Background: an optimization exercise with open tools, aiming at small area and a short achievable clock period. Do not read the settings as production practice.
The RTL was checked by simulation tests, not by an equivalence proof against the original design.
Power and IR drop assume default switching activity.

## pipeline
module pipeline(
	input				clk,			 
	input				rst_n,		 
	output [9:0]	imem_addr,	 
	input  [15:0]	imem_data,	 
	output			wb_en,		 
	output [3:0]	wb_addr,		 
	output [15:0]	wb_data		 
);
For scale: ~1900 cells after synthesis, ~500 flip-flops, ~23000 sq um of cells after synthesis.
export LEC_CHECK = 0
export CAP_MARGIN = 20
export CORE_MARGIN = 2
export CORE_UTILIZATION = 65
export CTS_BUF_LIST = sky130_fd_sc_hd__clkbuf_8
export CTS_CLUSTER_DIAMETER = 60
export CTS_CLUSTER_SIZE = 15
export SETUP_SLACK_MARGIN = 3.4
export SLEW_MARGIN = 20
create_clock -name core_clock -period 6.0 [get_ports {clk}]
standard.sh (not shown) runs the stock make flow with config.mk's settings and CLKGATE_MAP_FILE= SYNTH_SCRIPT=/design/flow/synth_recipe.tcl, a recipe that flattens the netlist after the stock synthesis.
==> flow/flow/run.sh <==
#!/bin/bash
set -euo pipefail
export BUFFER_PORTS_ARGS="-buffer_cell sky130_fd_sc_hd__buf_2"
export CTS_ARGS="-sink_clustering_enable -repair_clock_nets -sink_clustering_size 15 -sink_clustering_max_diameter 60 -buf_list sky130_fd_sc_hd__clkbuf_8 -dont_use_dummy_load"
bash standard.sh finish > standard_flow.log 2>&1
==> next run, changes <==
--- a/flow/design.v
+++ b/flow/design.v
@@ -7,15 +7,15 @@
 	output [3:0]	wb_addr,		 
 	output [15:0]	wb_data		 
 );
 reg [9:0]  PC;
 reg        START;
 reg [15:0] IRF;
 reg [15:8] IRD;       
-reg [3:0]  E_op;      
+reg        E_add, E_slt, E_and, E_or, E_xor;    
 reg [3:0]  E_rd;
 reg        E_nz;      
 reg        E_sub;     
 reg [15:0] R1E;
 reg [15:0] R2E;       
 reg [15:0] saida_ula;
 reg        mult, mult1, mult2, mult3;
@@ -71,36 +71,35 @@
 	for (j = 0; j < 16; j = j + 1) begin
 		rs_val = rs_val | (registers[j] & {16{rs_oh[4 + j / 4] & rs_oh[j % 4]}});
 		rt_val = rt_val | (registers[j] & {16{rt_oh[4 + j / 4] & rt_oh[j % 4]}});
 	end
 end
 always @(posedge clk) begin
 	if (!rst_n) begin
-		E_op <= 4'd0;
+		{E_add, E_slt, E_and, E_or, E_xor} <= 5'd0;
 		E_nz <= 1'b0;
 		mult <= 1'b0;
 	end else begin
-		E_op <= D_mul ? 4'd0 : D_op;
+		E_add <= (D_op == 4'h1) || (D_op == 4'h2) || (D_op == 4'hA) || (D_op == 4'hB);
+		E_slt <= (D_op == 4'h3);
+		E_and <= (D_op == 4'h4) || (D_op == 4'h7);
+		E_or  <= (D_op == 4'h5) || (D_op == 4'h8);
+		E_xor <= (D_op == 4'h6) || (D_op == 4'h9);
 		E_nz <= !D_mul && (IRD[15:8] != 8'd0 || !D_low0);
 		mult <= D_mul;
 	end
 end
 always @(posedge clk) begin
 	E_rd  <= IRD[11:8];
 	E_sub <= D_sub;
 	M0_rd <= IRD[11:8];
 	R1E   <= D_imm ? {12'd0, D_imm4} : rs_val;
 	R2E   <= D_sub ? ~rt_val : rt_val;
 end
 wire [17:0] sum = {1'b0, R1E, 1'b1} + {1'b0, R2E, E_sub};
-wire E_add = (E_op == 4'h1) || (E_op == 4'h2) || (E_op == 4'hA) || (E_op == 4'hB);
-wire E_slt = (E_op == 4'h3);
-wire E_and = (E_op == 4'h4) || (E_op == 4'h7);
-wire E_or  = (E_op == 4'h5) || (E_op == 4'h8);
-wire E_xor = (E_op == 4'h6) || (E_op == 4'h9);
 reg [15:0] ula;
 always @(*) begin
 	ula = saida_ula;
 	if (E_add) ula = sum[16:1];
 	if (E_slt) ula = {15'd0, ~sum[17]};
 	if (E_and) ula = R1E & R2E;
 	if (E_or)  ula = R1E | R2E;
Outcome:
- routed wire length drops by 3.8%
- fmax grows by 0.48%
- combinational power went down by about 5%
- setup slack improves by 0.013 ns
- cell count falls by about 2.8%
- final area fell by 1.8%
- via count shrinks by 4.1%
- power went down by 1.5%
- global-route usage falls by 0.71 points
- die area came out lower by 0.87%
- synthesized area went down by about 0.9%
- clock power hardly moves
- sequential cell count goes up by 1
- first-iteration DRC count goes down by about 9%

========
pipeline with an RTL version that a note above also has.
Size: ~500 flip-flops, about 49 I/O pins.
clock: 6.0 ns
lec_check: 0
cap_margin: 20
core_margin: 2
core_utilization: 55
cts_buf_list: sky130_fd_sc_hd__clkbuf_8
cts_cluster_diameter: 60
cts_cluster_size: 15
setup_slack_margin: 3.4
slew_margin: 20
Scripts as last shown in full above: flow/flow/run.sh
Edit:
--- a/flow/design.v
+++ b/flow/design.v
@@ -4,21 +4,21 @@
 	output [9:0]	imem_addr,	 
 	input  [15:0]	imem_data,	 
 	output			wb_en,		 
 	output [3:0]	wb_addr,		 
 	output [15:0]	wb_data		 
 );
 reg [9:0]  PC;
 reg        START;
 reg [15:0] IRF;
 reg [15:8] IRD;       
-reg        E_add, E_slt, E_and, E_or, E_xor;    
+reg [3:0]  E_op;      
 reg [3:0]  E_rd;
 reg        E_nz;      
 reg        E_sub;     
 reg [15:0] R1E;
 reg [15:0] R2E;       
 reg [15:0] saida_ula;
 reg        mult, mult1, mult2, mult3;
 reg [3:0]  M0_rd, M1_rd, M2_rd, M3_rd;
 reg [15:0] aux3;
 reg [3:0]  W_rd;
@@ -68,41 +68,42 @@
 always @(*) begin
 	rs_val = 16'd0;
 	rt_val = 16'd0;
 	for (j = 0; j < 16; j = j + 1) begin
 		rs_val = rs_val | (registers[j] & {16{rs_oh[4 + j / 4] & rs_oh[j % 4]}});
 		rt_val = rt_val | (registers[j] & {16{rt_oh[4 + j / 4] & rt_oh[j % 4]}});
 	end
 end
 always @(posedge clk) begin
 	if (!rst_n) begin
-		{E_add, E_slt, E_and, E_or, E_xor} <= 5'd0;
+		E_op <= 4'd0;
 		E_nz <= 1'b0;
 		mult <= 1'b0;
 	end else begin
-		E_add <= (D_op == 4'h1) || (D_op == 4'h2) || (D_op == 4'hA) || (D_op == 4'hB);
-		E_slt <= (D_op == 4'h3);
-		E_and <= (D_op == 4'h4) || (D_op == 4'h7);
-		E_or  <= (D_op == 4'h5) || (D_op == 4'h8);
-		E_xor <= (D_op == 4'h6) || (D_op == 4'h9);
+		E_op <= D_mul ? 4'd0 : D_op;
 		E_nz <= !D_mul && (IRD[15:8] != 8'd0 || !D_low0);
 		mult <= D_mul;
 	end
 end
 always @(posedge clk) begin
 	E_rd  <= IRD[11:8];
 	E_sub <= D_sub;
 	M0_rd <= IRD[11:8];
 	R1E   <= D_imm ? {12'd0, D_imm4} : rs_val;
 	R2E   <= D_sub ? ~rt_val : rt_val;
 end
 wire [17:0] sum = {1'b0, R1E, 1'b1} + {1'b0, R2E, E_sub};
+wire E_add = (E_op == 4'h1) || (E_op == 4'h2) || (E_op == 4'hA) || (E_op == 4'hB);
+wire E_slt = (E_op == 4'h3);
+wire E_and = (E_op == 4'h4) || (E_op == 4'h7);
+wire E_or  = (E_op == 4'h5) || (E_op == 4'h8);
+wire E_xor = (E_op == 4'h6) || (E_op == 4'h9);
 reg [15:0] ula;
 always @(*) begin
 	ula = saida_ula;
 	if (E_add) ula = sum[16:1];
 	if (E_slt) ula = {15'd0, ~sum[17]};
 	if (E_and) ula = R1E & R2E;
 	if (E_or)  ula = R1E | R2E;
 	if (E_xor) ula = R1E ^ R2E;
 end
 always @(posedge clk) begin
- first-iteration DRC count is higher by about a fifth
- final cell count came out higher by a few percent
- sequential share of layout area decreases by 1.3 points
- critical path depth is unchanged
- worst setup slack is worse by 25 ps
- cell area rises by a few percent

-- re-timing with driven ports --
How much do the figures lean on ideal ports? The routed layouts below were timed once more, with nothing changed but the port constraints.
Step 1, drivers: a clkbuf_16 drives clk and a buf_2 each remaining input, both assumed.
Step 2 adds t to the input delays and takes it off the output delays; t is the mean of the earliest and latest rising clock arrival at the registers after step 1. Input paths then give back, and output paths get back, about the clock's delay inside the block.
Slacks: ideal / step 1 / step 2; pairs: ideal / step 1.
| run | shift t [ns] | setup WS [ns] | hold slack, ns |
|---|---|---|---|
| the first run of note 1 | 0.687 | 3.236 / 3.172 / 2.825 | 0.333 / 0.333 / 0.333 |
| the second run of note 1 | 0.667 | 3.249 / 3.168 / 2.786 | 0.329 / 0.329 / 0.329 |
| the first run of note 2 | 0.681 | 3.244 / 3.152 / 2.803 | 0.324 / 0.324 / 0.324 |
| the second run of note 2 | 0.700 | 3.218 / 3.047 / 3.047 | 0.332 / 0.332 / 0.332 |
After both steps setup and hold are still met in every run listed. The setup slack of the second run of note 1, which loses most, moves by -0.081 ns with the drivers and by -0.463 ns with both steps.
